This is an optimization exercise on Yosys and OpenROAD, whose aim is small area, a short achievable clock period and few clock cycles, not a production implementation.

run 1:
Design posit_top, start of the top module:
module posit_top#(
  parameter posit_width = 16,  
  parameter es = 1  
)(
  input clk,
  input reset,
  input start,
  input [1:0] opcode,  
  input [posit_width - 1 : 0] a, b,
  output reg done,
  output zero,
  output [posit_width - 1 : 0] result
);
wire [14:0] div_n, div_d;
wire enc_sign, nar, muldiv_zero, add_zero;
wire [5:0] enc_sf;
wire [13:0] enc_m;
reg busy1, busy2, busy3;
reg [14:0] r_reg, d_reg;
reg [13:0] q_reg;
reg sign_reg, nar_reg, mdz_reg, addz_reg;
reg [5:0] sf_reg;
reg [13:0] m_reg;
wire [5:0] sf_out = sf_reg + {5'd0, m_reg[13]};
wire [11:0] f_out = m_reg[13] ? m_reg[12:1] : m_reg[11:0];
wire [15:0] enc_ans;
posit_encoder enc (.sign(sign_reg), .sf(sf_out), .f(f_out), .ans(enc_ans));
assign result = nar_reg ? 16'h8000 : (mdz_reg | addz_reg) ? 16'h0000 : enc_ans;
assign zero = addz_reg | (~mdz_reg & sf_out[5] & (sf_out[4:2] == 3'b000));
wire [14:0] r4, r5;
wire [13:0] q4, q5;
divider #(.STEPS(4)) div_b4 (.r_in(r_reg), .q_in(q_reg), .d(d_reg), .r_out(r4), .q_out(q4));
divider #(.STEPS(1)) div_b1 (.r_in(r4), .q_in(q4), .d(d_reg), .r_out(r5), .q_out(q5));
posit_arithmetic_operator core (
  .opcode(opcode), .a(a), .b(b), .div_q(q4),
  .div_n(div_n), .div_d(div_d),
  .enc_sign(enc_sign), .enc_sf(enc_sf), .enc_m(enc_m),
  .nar(nar), .muldiv_zero(muldiv_zero), .add_zero(add_zero)
);
wire start_div = start & opcode[1] & opcode[0];
always @(posedge clk or posedge reset) begin
  if (reset) begin
    done <= 1'b0;
    busy1 <= 1'b0;
    busy2 <= 1'b0;
    busy3 <= 1'b0;
  end else begin
    done <= (start & ~start_div) | busy3;
    busy1 <= start_div;
    busy2 <= busy1;
    busy3 <= busy2;
  end
end
always @(posedge clk) begin
  sign_reg <= enc_sign;
  sf_reg <= enc_sf;
  m_reg <= enc_m;
  nar_reg <= nar;
  mdz_reg <= muldiv_zero;
  addz_reg <= add_zero;
  r_reg <= (busy1 | busy2) ? r5 : div_n;
  q_reg <= (busy1 | busy2) ? q5 : 14'd0;
  d_reg <= div_d;
end
endmodule
Size in the first run: ~65 flip-flops, roughly 0.023 mm^2 of cells after synthesis.
export LEC_CHECK = 0
export ABC_AREA = 1
export CAP_MARGIN = 20
export CORE_MARGIN = 2
export CORE_UTILIZATION = 55
export SETUP_SLACK_MARGIN = 2.5
export SLEW_MARGIN = 20
export TNS_END_PERCENT = 5
create_clock -name core_clock -period 10.5 [get_ports {clk}]
standard.sh (not shown) runs the stock make flow with config.mk's settings and CLKGATE_MAP_FILE= SYNTH_SCRIPT=/design/flow/synth_recipe.tcl, a recipe that flattens the netlist after the stock synthesis.
==> flow/flow/run.sh <==
#!/bin/bash
# Layout flow: the standard layout (standard.sh), with one synthesis
# setting changed: ADDER_MAP_FILE is left empty, so Yosys does not extract
# full/half adders into sky130 fa/ha cells and ABC maps the arithmetic into
# ordinary gates (faster carry paths). Everything else, including the
# registers the synthesis makes, is the standard flow's.
set -euo pipefail
cd "$(dirname "$0")/.."
sed 's/CLKGATE_MAP_FILE= /CLKGATE_MAP_FILE= ADDER_MAP_FILE= /' standard.sh > standard_noadder.sh
grep -q 'ADDER_MAP_FILE= ' standard_noadder.sh
bash standard_noadder.sh > flow_orfs.log 2>&1 || { tail -50 flow_orfs.log; exit 1; }
test -f out/final.def
Input changes introduced in run 2 (baseline for comparison: run 1):
==> flow/flow/run.sh <==
#!/bin/bash
# Layout flow: the standard layout (standard.sh) with two settings
# changed on its make command line:
#  - ADDER_MAP_FILE is left empty, so Yosys does not extract full/half adders
#    into sky130 fa/ha cells and ABC maps the arithmetic into ordinary gates
#    (faster carry paths);
#  - BUFFER_PORTS_ARGS makes the port buffers (every input and output port
#    still gets one) sky130_fd_sc_hd__buf_4 cells instead of the default
#    delay cells.
# Everything else, including the registers the synthesis makes, is the
# standard flow's. The ORFS output goes to flow_orfs.log.
set -euo pipefail
cd "$(dirname "$0")/.."
sed "s/CLKGATE_MAP_FILE= /CLKGATE_MAP_FILE= ADDER_MAP_FILE= 'BUFFER_PORTS_ARGS=-buffer_cell sky130_fd_sc_hd__buf_4' /" standard.sh > standard_own.sh
grep -q 'ADDER_MAP_FILE= ' standard_own.sh
bash standard_own.sh > flow_orfs.log 2>&1 || { tail -50 flow_orfs.log; exit 1; }
test -f out/final.def
Results
Run 1 and run 2 ended up with nearly the same non-clock buffer area fraction after layout.
Between run 1 and run 2, first-iteration DRC count increased.
Between run 1 and run 2, the total negative slack does not differ in any meaningful way.
As far as global-route usage is concerned, run 1 and run 2 perform about the same.
Across both runs, wire length was higher for run 2 than for run 1.
Compared with run 1, run 2 shows sequential share of layout area lower by 0.22 points.
Last element of the critical path: sf_reg[1] -> run 1, m_reg[7] -> run 2
Design area, run 2 vs run 1: up by a few percent
When the final numbers for run 1 and run 2 were put side by side, the headroom to the max-slew limit turned out to be greater in run 2.
Run 2 vs. run 1: filler-free cell count of the finished design up 31, clock-buffer cell count flat.
diff inputs: run 2 => run 3
- SETUP_SLACK_MARGIN: 2.5 -> 1.5
==> flow/flow/run.sh <==
#!/bin/bash
# Layout flow: the standard layout (standard.sh), with one synthesis
# setting changed: ADDER_MAP_FILE is left empty, so Yosys does not extract
# full/half adders into sky130 fa/ha cells and ABC maps the arithmetic into
# ordinary gates (faster carry paths). Everything else, including the
# registers the synthesis makes, is the standard flow's.
set -euo pipefail
cd "$(dirname "$0")/.."
sed 's/CLKGATE_MAP_FILE= /CLKGATE_MAP_FILE= ADDER_MAP_FILE= /' standard.sh > standard_noadder.sh
grep -q 'ADDER_MAP_FILE= ' standard_noadder.sh
bash standard_noadder.sh > flow_orfs.log 2>&1 || { tail -50 flow_orfs.log; exit 1; }
test -f out/final.def
Findings:
Total area of sequential cells: run 3 < run 2. Diff run 2..run 3 | clock buffer instance count of the final layout | unchanged. Run 3 completed; timing, DRC and antenna clean. Diff run 2 and run 3: share of final layout cell area taken by non-clock buffers higher in run 2.
Function was not checked in any run of this note: the RTL went through the layout flow alone.

==> re-timing with driven ports <==
The flow's constraints put no driver on any port. The routed layouts listed below were extracted and timed again, unchanged, in two steps.
Step 1 (the two cells are an assumption about what drives the block):
set clk [get_ports {clk}]
set_driving_cell -lib_cell sky130_fd_sc_hd__clkbuf_16 $clk
set_driving_cell -lib_cell sky130_fd_sc_hd__buf_2 [delete_from_list [all_inputs] $clk]
Step 2 adds t to the input delays and takes it off the output delays; t is the mean of the earliest and latest rising clock arrival at the registers after step 1. Input paths then give back, and output paths get back, about the clock's delay inside the block.
Three values: ideal, step 1, step 2; two values: the first two.
run	t, ns	setup slack, ns	hold slack, ns	worst register clock-pin slew, ns
run 1	0.396	2.282 / 2.303 / 1.907	0.383 / 0.383 / 0.383	0.06 / 0.06
run 2	0.407	2.546 / 2.579 / 2.172	0.383 / 0.383 / 0.383	0.06 / 0.06
run 3	0.402	1.857 / 1.887 / 1.484	0.382 / 0.382 / 0.382	0.06 / 0.06
After both steps every run listed still meets setup and hold. The setup slack of run 1, which loses most, moves by +0.021 ns with the drivers and by -0.375 ns with both steps.
